This is an optimization exercise on Yosys and OpenROAD, whose aim is small area and a short achievable clock period, not a production implementation. Only simulation tests tie the RTL to the original design; equivalence was not proved. Power figures rest on the tool's default switching activity, not on a simulated workload.

<file path="flow/design.v">
module processor_arm #(parameter N = 64)
					  (input logic CLOCK_50, reset,
					   input logic ExtIRQ,
					   output logic [N-1:0] IM_addr,
					   input logic [31:0] IM_readData,
					   input logic [N-1:0] DM_readData,
					   output logic [N-1:0] DM_writeData, DM_addr,
					   output logic DM_writeEnable, DM_readEnable,
					   output logic ExtIAck);
	logic [31:0] I;
	logic [10:0] op;
	assign I  = IM_readData;
	assign op = I[31:21];
	logic isLDUR, isSTUR, isADD, isSUB, isAND, isORR, isCBZ, isMRS, isERET, isBR;
	assign isLDUR = (op == 11'b11111000010);
	assign isSTUR = (op == 11'b11111000000);
	assign isADD  = (op == 11'b10001011000);
	assign isSUB  = (op == 11'b11001011000);
	assign isAND  = (op == 11'b10001010000);
	assign isORR  = (op == 11'b10101010000);
	assign isCBZ  = (op[10:3] == 8'b10110100);
	assign isMRS  = (op == 11'b11010101001);
	assign isERET = (op == 11'b11010110100);
	assign isBR   = (op == 11'b11010110000);
	logic valid, nai, regWrite, branch;
	assign valid    = isLDUR | isSTUR | isADD | isSUB | isAND | isORR | isCBZ | isMRS | isERET | isBR;
	assign nai      = ~valid;
	assign regWrite = (isLDUR | isADD | isSUB | isAND | isORR | isMRS) & ~reset;
	assign branch   = isCBZ | isERET | isBR;
	assign DM_readEnable  = isLDUR & ~reset;
	assign DM_writeEnable = isSTUR & ~reset;
	logic [63:0] X [0:30];
	logic [4:0] ra1, ra2, wa;
	assign ra1 = I[9:5];
	assign ra2 = I[25] ? I[20:16] : I[4:0];
	assign wa  = I[4:0];
	logic [63:0] wd, rd1, rd2;
	genvar gi;
	generate
		for (gi = 0; gi < 31; gi++) begin : g_reg
			always_ff @(posedge CLOCK_50)
				if (regWrite && wa == gi) X[gi] <= wd;
		end
	endgenerate
	logic [30:0] sel1, sel2;
	onehot31 D1 (.a(ra1), .y(sel1));
	onehot31 D2 (.a(ra2), .y(sel2));
	generate
		for (gi = 0; gi < 64; gi++) begin : g_rd
			logic [30:0] col;
			for (genvar r = 0; r < 31; r++) begin : g_c
				assign col[r] = X[r][gi];
			end
			rmux31 M1 (.d(col), .s(sel1), .y(rd1[gi]));
			rmux31 M2 (.d(col), .s(sel2), .y(rd2[gi]));
		end
	endgenerate
	addr_gen AG (.a(rd1), .imm(I[20:12]), .y(DM_addr));
	assign DM_writeData = rd2;
	logic [63:0] sum;
	alu_addsub AS (.a(rd1), .b(rd2), .sub(I[30]), .y(sum));
	logic [63:2] PC, ERR, ELR;
	logic [1:0]  ESR;
	logic [63:0] excData;
	always_comb
		case (I[13:12])
			2'b00: excData = {ERR, 2'b00};
			2'b01: excData = {ELR, 2'b00};
			2'b10: excData = {62'b0, ESR};
			default: excData = '0;
		endcase
	always_comb
		if (isLDUR)          wd = DM_readData;
		else if (isMRS)      wd = excData;
		else if (isAND)      wd = rd1 & rd2;
		else if (isORR)      wd = rd1 | rd2;
		else                 wd = sum;
	logic zero, taken, EProc;
	logic [63:2] pcPlus4, nextPC;
	assign zero     = ~|rd2;
	assign taken    = branch & zero;
	logic [63:2] pcBranch;
	assign pcPlus4  = PC + 62'd1;
	assign pcBranch = PC + (isCBZ ? {{43{I[23]}}, I[23:5]} : 62'd0);
	assign nextPC   = taken ? (isERET ? ERR : pcBranch) : pcPlus4;
	assign EProc    = (ExtIRQ | nai) & ~reset;
	always_ff @(posedge CLOCK_50, posedge reset)
		if (reset) PC <= '0;
		else if (EProc) PC <= 62'd54;    
		else PC <= nextPC;
	always_ff @(posedge CLOCK_50, posedge reset)
		if (reset) begin
			ERR <= '0;
			ELR <= '0;
			ESR <= '0;
		end else if (EProc) begin
			ERR <= nextPC;
			ELR <= PC;
			ESR <= nai ? 2'b10 : 2'b01;
		end
	assign IM_addr = {PC, 2'b00};
	assign ExtIAck = ExtIRQ & (PC == 62'd54);
endmodule
module onehot31 (input logic [4:0] a,
				 output logic [30:0] y);
	always_comb
		for (int i = 0; i < 31; i++) y[i] = (a == i);
endmodule
module rmux31 (input logic [30:0] d, s,
			   output logic y);
	logic [10:0] g;
	logic [2:0]  h;
	for (genvar k = 0; k < 10; k++) begin : g_aoi
		aoi222 A (.a1(d[3*k]), .a2(s[3*k]), .b1(d[3*k+1]), .b2(s[3*k+1]),
				  .c1(d[3*k+2]), .c2(s[3*k+2]), .y(g[k]));
	end
	nand2g N0 (.a(d[30]), .b(s[30]), .y(g[10]));
	nand4g N1 (.a(g[0]), .b(g[1]), .c(g[2]), .d(g[3]), .y(h[0]));
	nand4g N2 (.a(g[4]), .b(g[5]), .c(g[6]), .d(g[7]), .y(h[1]));
	nand3g N3 (.a(g[8]), .b(g[9]), .c(g[10]), .y(h[2]));
	or3g   O1 (.a(h[0]), .b(h[1]), .c(h[2]), .y(y));
endmodule
module aoi222 (input logic a1, a2, b1, b2, c1, c2, output logic y);
	assign y = ~((a1 & a2) | (b1 & b2) | (c1 & c2));
endmodule
module nand2g (input logic a, b, output logic y);
	assign y = ~(a & b);
endmodule
module nand3g (input logic a, b, c, output logic y);
	assign y = ~(a & b & c);
endmodule
module nand4g (input logic a, b, c, d, output logic y);
	assign y = ~(a & b & c & d);
endmodule
module or3g (input logic a, b, c, output logic y);
	assign y = a | b | c;
endmodule
module addr_gen (input logic [63:0] a,
				 input logic [8:0] imm,
				 output logic [63:0] y);
	logic [9:0] lo;
	logic inc, dec;
	logic [54:0] ones, zeros;    
	add9 L (.a(a[8:0]), .b(imm), .s(lo));
	assign inc = ~imm[8] & lo[9];
	assign dec = imm[8] & ~lo[9];
	prefix_and54 PA (.x(a[62:9]), .y(ones[54:1]));
	prefix_nor54 PZ (.x(a[62:9]), .y(zeros[54:1]));
	assign ones[0]  = 1'b1;
	assign zeros[0] = 1'b1;
	assign y[8:0] = lo[8:0];
	for (genvar j = 0; j < 55; j++) begin : g_hi
		addr_bit B (.a(a[9+j]), .p(ones[j]), .z(zeros[j]), .inc(inc), .dec(dec), .y(y[9+j]));
	end
endmodule
module add9 (input logic [8:0] a, b, output logic [9:0] s);
	assign s = {1'b0, a} + {1'b0, b};
endmodule
module addr_bit (input logic a, p, z, inc, dec, output logic y);
	assign y = a ^ ((inc & p) | (dec & z));
endmodule
module prefix_and54 (input logic [53:0] x, output logic [53:0] y);
	logic [53:0] t [0:6];
	assign t[0] = x;
	for (genvar lv = 0; lv < 6; lv++) begin : g_lv
		for (genvar i = 0; i < 54; i++) begin : g_i
			if ((i >> lv) & 1)
				assign t[lv+1][i] = t[lv][i] & t[lv][((i >> lv) << lv) - 1];
			else
				assign t[lv+1][i] = t[lv][i];
		end
	end
	assign y = t[6];
endmodule
module prefix_nor54 (input logic [53:0] x, output logic [53:0] y);
	logic [53:0] t [0:6];
	assign t[0] = ~x;
	for (genvar lv = 0; lv < 6; lv++) begin : g_lv
		for (genvar i = 0; i < 54; i++) begin : g_i
			if ((i >> lv) & 1)
				assign t[lv+1][i] = t[lv][i] & t[lv][((i >> lv) << lv) - 1];
			else
				assign t[lv+1][i] = t[lv][i];
		end
	end
	assign y = t[6];
endmodule
module alu_addsub (input logic [63:0] a, b,
				   input logic sub,
				   output logic [63:0] y);
	logic [64:0] t;
	assign t = {a, 1'b1} + {(sub ? ~b : b), sub};
	assign y = t[64:1];
endmodule
</file>
<file path="flow/constraint.sdc">
create_clock -name core_clock -period 14.5 [get_ports {CLOCK_50}]
set_input_delay 2.9000 -clock core_clock [delete_from_list [all_inputs] [get_ports {CLOCK_50}]]
set_output_delay 2.9000 -clock core_clock [all_outputs]
set_load 0.01 [all_outputs]
</file>
<file path="flow/config.mk">
export PLATFORM = sky130hd
export DESIGN_NAME = processor_arm
export DESIGN_NICKNAME = processor_arm
export VERILOG_FILES = /design/flow/design.v
export SDC_FILE = /design/flow/constraint.sdc
export NUM_CORES = 4
export LEC_CHECK = 0
export CAP_MARGIN = 20
export CORE_MARGIN = 2
export CORE_UTILIZATION = 70
export PLACE_DENSITY = 0.85
export SETUP_SLACK_MARGIN = 5
export SLEW_MARGIN = 20
export SYNTH_HIERARCHICAL = 1
</file>
<file path="flow/run.sh">
#!/bin/bash
# synth_recipe.tcl (not shown) runs the flow's synth.tcl, then flattens the netlist and writes it again
# the make line also repeats each setting of config.mk as NAME=value (left out here)
make -C /OpenROAD-flow-scripts/flow DESIGN_CONFIG=/design/flow/config.mk WORK_HOME=/design/flow/orfs CLKGATE_MAP_FILE= SYNTH_SCRIPT=/design/flow/synth_recipe.tcl finish
</file>
==> summary.txt <==
Result of the run: stopped before the end
Stage where the run ended: 5_1_grt
Log Error: [ERROR GRT-0232] Routing congestion too high. Check the congestion heatmap in the GUI.
Number of top-level design ports: 294
Dpl cell area: 0.109 mm2
Clk root buf: sky130_fd_sc_hd__clkbuf_16
Global-route usage over all layers: 83.1%
Synth top area cells: sky130_fd_sc_hd__edfxtp_1 59%, sky130_fd_sc_hd__a222oi_1 13%, sky130_fd_sc_hd__dfrtp_1 4.7%
Worst-path endpoint after global-route repair_timing: DM_addr[63]
H-tree depth: 4
Cell type contributing the most total cell area after synthesis: sky130_fd_sc_hd__edfxtp_1
Buffers on Ports: 291
Count of flip-flops with a built-in enable after synthesis: 1984
Leading post-synthesis cells by instance count: 1984 x sky130_fd_sc_hd__edfxtp_1, 1280 x sky130_fd_sc_hd__a222oi_1, 584 x sky130_fd_sc_hd__nor2_1
Vertical die dimension: 384 um
Post-synthesis instance area: 0.101 mm2
Yosys Warn Count: 13
GPL Wtd Cong: 1.07
Initial Util: 70.4%
Post-Syn Instances: 7537
Most instantiated library cell after synthesis: sky130_fd_sc_hd__edfxtp_1
Grt total ovfl: 269
Number of sinks driven by the clock tree: 2172
Standard-cell row count: 139
Number of buffers created by CTS: 206
Proportion of netlist area held by the largest area contributor: 59.0%
Post-synthesis area per instance: 13.4 um2
Async set-or-reset flop fraction in the synthesized netlist: 8.66%
Clk buf depth: 3
Cts hold-fix bufs: 0
Worst-path endpoint category: primary output
Register area share after synthesis: 63.7%
Post-detail-place hpwl: 294000 um
Number of register bits inferred by synthesis: 2172
Dominant synthesized flop cell: sky130_fd_sc_hd__edfxtp_1
Largest net degree at the start of global routing: 153
Chip width: 384 um
Number of distinct library cells after synthesis: 117
[logic make-up after synthesis]
group / count (synthesis) / synth area share, %
other: 2 / 0.00744
buffers and inverters: 303 / 1.19
and+or+nand+nor: 2358 / 11.6
DFF: 2172 / 63.7
xor gates and xnor gates: 280 / 2.43
AOI/OAI and AO/OA: 2223 / 18.8
adders and majority gates: 101 / 1.26
muxes: 98 / 0.993
[per-module statistics from Yosys, one instance, submodules excluded, a selection]
module,cell area [um2],copies in the design
prefix_nor54,514,1
processor_arm,76900,1
nand3g,5.00,128
or3g,6.26,128
aoi222,10.0,1280
prefix_and54,586,1
nand2g,3.75,128
[worst min path at each step]
stage / end / cells after the start / slack [ns]
CTS: ELR[58] / 2 / 0.48
detailed placement: ELR[58] / 2 / 0.46
global placement: ELR[54] / 2 / 0.46
floorplan: ELR[7] / 2 / 0.45
[metrics by stage]
step / power [uW] / setup slack, ns / std cells
after floorplan: 10900 / 4.64 / 7539
after global placement: 13000 / 1.63 / 9763
after detailed placement: 13100 / 1.60 / 9764
after CTS: 18900 / 4.29 / 10405
[per-layer routing]
| layer | GRT overflow | global-route usage [%] |
|---|---|---|
| met1 | 19 | 83.5 |
| met4 | 129 | 80.6 |
| met2 | 103 | 94.4 |
| met3 | 14 | 72.9 |
| met5 | 4 | 56.2 |
[what timing repair did]
item                                     CTS
buffers inserted                         220
pin swaps                                199
resized for setup                        607
gates cloned                              42
hold endpoints to repair                   0
endpoints found under the setup margin  1757
[power by group through the flow]
stage / sequential (uW) / combinational [uW] / clock [uW]
floorplan: 8640 / 2250 / 0
global placement: 8600 / 4350 / 0
detailed placement: 8610 / 4540 / 0
CTS: 8470 / 5060 / 5400
